This is an optimization exercise on Yosys and OpenROAD, whose aim is small area, not a production implementation. Where RTL was checked, it was by simulation tests only, not by an equivalence proof against the original. Power and IR drop assume default switching activity.

==> flow/design.v (excerpt) <==
module LCDTestor
(
	clk,rst_n,key_in,
	vga_r,vga_g,vga_b,
	vga_hsy,vga_vsy,vga_clk,vga_de,
	led,led1
);
Size in the first run: about 360 cells after synthesis, roughly 90 flip-flops, about 33 I/O pins, about 0.0035 mm2 of cells after synthesis.
clock: 8.0 ns
lec_check: 0
cap_margin: 20
core_margin: 2
core_utilization: 65
place_density: 0.8
slew_margin: 20
standard.sh (not shown) runs the stock make flow with config.mk's settings and CLKGATE_MAP_FILE= SYNTH_SCRIPT=/design/flow/synth_recipe.tcl, a recipe that flattens the netlist after the stock synthesis.
==> flow/flow/run.sh <==
#!/bin/bash
# The standard layout (standard.sh), with these changes:
#  - synthesis is synth_recipe.tcl unchanged, except that yosys's abc runs
#    flow/abc_deep.script (area-oriented) instead of ORFS's speed script;
#  - port buffers are buf_1 instead of the buffer buffer_ports picks;
#  - CTS inserts no dummy loads.
# make's output goes to standard.log; ORFS writes each step's log under orfs/logs.
set -euo pipefail
export FLOW_FLOW_DIR=$PWD/flow
cat flow/abc_override.tcl synth_recipe.tcl > my_synth.tcl
export BUFFER_PORTS_ARGS="-buffer_cell sky130_fd_sc_hd__buf_1"
export CTS_ARGS="-sink_clustering_enable -repair_clock_nets -dont_use_dummy_load"
bash standard.sh SYNTH_SCRIPT=$PWD/my_synth.tcl finish > standard.log 2>&1
==> flow/flow/abc_deep.script <==
strash
&get -n
&deepsyn -J 200 -S 1
&dch -f
&nf -R 1000
&put
topo
==> flow/flow/abc_override.tcl <==
# Prepended to synth_recipe.tcl: run yosys's abc with flow/abc_deep.script
# (an area-oriented ABC script) in place of the script ORFS picks.
proc abc {args} {
  set i [lsearch -exact $args -script]
  if {$i >= 0} {
    set args [lreplace $args $i [expr {$i + 1}] -script $::env(FLOW_FLOW_DIR)/abc_deep.script]
  }
  yosys abc {*}$args
}
==> next run, changes <==
==> flow/flow/abc_deep.script (replaced) <==
strash
&get -n
&deepsyn -J 200 -S 1
&put
dch -f
map -a
topo
- CORE_UTILIZATION: 65 -> 40
- PLACE_DENSITY: 0.8 -> default
The new run ran to the end with no violations.
Synthesized area came out higher by 1.6%.
First-iteration DRC count came out lower by 11%.
Die area came out higher by 61%.
Worst hold slack improves by 0.0068 ns.

* * *

LCDTestor, a different RTL version from the one above (not shown whole).
Size: ~520 cells after synthesis, roughly 4100 sq um of cells after synthesis.
clock: 8.0 ns
lec_check: 0
abc_area: 1
cap_margin: 20
core_margin: 2
core_utilization: 40
slew_margin: 20
==> flow/flow/run.sh <==
#!/bin/bash
# The standard layout (standard.sh), with two changes:
#  - port buffers are buf_1 instead of the buffer buffer_ports picks;
#  - CTS inserts no dummy loads.
# make's output goes to standard.log; ORFS writes each step's log under orfs/logs.
set -euo pipefail
export BUFFER_PORTS_ARGS="-buffer_cell sky130_fd_sc_hd__buf_1"
export CTS_ARGS="-sink_clustering_enable -repair_clock_nets -dont_use_dummy_load"
bash standard.sh > standard.log 2>&1
Rerun with:
--- a/flow/config.mk
+++ b/flow/config.mk
@@ -6,5 +6,4 @@
 export NUM_CORES = 4
 export LEC_CHECK = 0
-export ABC_AREA = 1
 export CAP_MARGIN = 20
 export CORE_MARGIN = 2
After rerunning:
- count of clock-buffer cells in the layout stays the same
- power goes up slightly
- global-route usage goes up by 1.0 points
- hold slack got worse by 0.0097 ns
No functional check of the RTL was part of any run of this note.

* * *

maple:
Another version of the RTL of LCDTestor (not shown whole).
Size in the first run: ~380 cells after synthesis, ~90 flip-flops, roughly 33 I/O pins.
Settings: LEC_CHECK=0, CAP_MARGIN=20, CORE_MARGIN=2, CORE_UTILIZATION=40, CTS_CLUSTER_DIAMETER=400, CTS_CLUSTER_SIZE=100, SLEW_MARGIN=20; clock period 8.0 ns.
run.sh (not shown) runs the stock make flow with config.mk's settings and CLKGATE_MAP_FILE= SYNTH_SCRIPT=/design/flow/synth_recipe.tcl, a recipe that flattens the netlist after the stock synthesis.
Stock flow here: none of the scripts above is used.
Here is what was changed in the inputs of nickel compared with maple.
- a deleted CTS_CLUSTER_SIZE that had been 100
- a deleted CTS_CLUSTER_DIAMETER that had been 400
[summary]
Comparing maple against nickel, there is no change at all in max-slew violation total from the final report. nickel -> maple: routed wire length delta 0, exact match. Re summed negative setup slack over all endpoints: no difference whatsoever between nickel and maple. Comparing nickel against maple, there is no change at all in post-layout minimum cycle time. Delta (nickel minus maple): number of clock buffers in the layout roughly the same, number of buffers inserted during clock tree synthesis ~0 delta, number of synthesized flops with an enable pin ~0 delta, sequential cell count now sits at about the same level.

-- re-timing with driven ports --
How much do the figures lean on ideal ports? The routed layouts below were timed once more, with nothing changed but the port constraints. Step 1 sets driving cells, clkbuf_16 on the clock port and buf_2 on the other inputs (assumed; they add their load-dependent delay and slew). Step 2 adds t to the input delays and takes it off the output delays; t is the mean of the earliest and latest rising clock arrival at the registers after step 1. Input paths then give back, and output paths get back, about the clock's delay inside the block. a / b / c = ideal ports / drivers / drivers and shift; a / b = the first two.
| run | shift t [ns] | setup slack, ns | hold slack, ns | worst setup path at the end | worst slew at a driven data input, ns |
|---|---|---|---|---|---|
| the first run of note 1 | 0.371 | 3.733 / 3.703 / 4.075 | 0.369 / 0.369 / 0.369 | register to output | 0.03 |
| the second run of note 1 | 0.371 | 3.564 / 3.533 / 3.905 | 0.376 / 0.376 / 0.376 | register to output | 0.03 |
| the first run of note 2 | 0.367 | 4.147 / 4.113 / 4.480 | 0.372 / 0.372 / 0.372 | register to output | 0.03 |
| the second run of note 2 | 0.368 | 3.891 / 3.860 / 4.229 | 0.362 / 0.362 / 0.362 | register to output | 0.03 |
| maple | 0.375 | 3.320 / 3.289 / 3.664 | 0.377 / 0.377 / 0.377 | register to output | 0.03 |
| nickel | 0.375 | 3.320 / 3.289 / 3.664 | 0.377 / 0.377 / 0.377 | register to output | 0.03 |
After both steps every run listed still meets setup and hold.
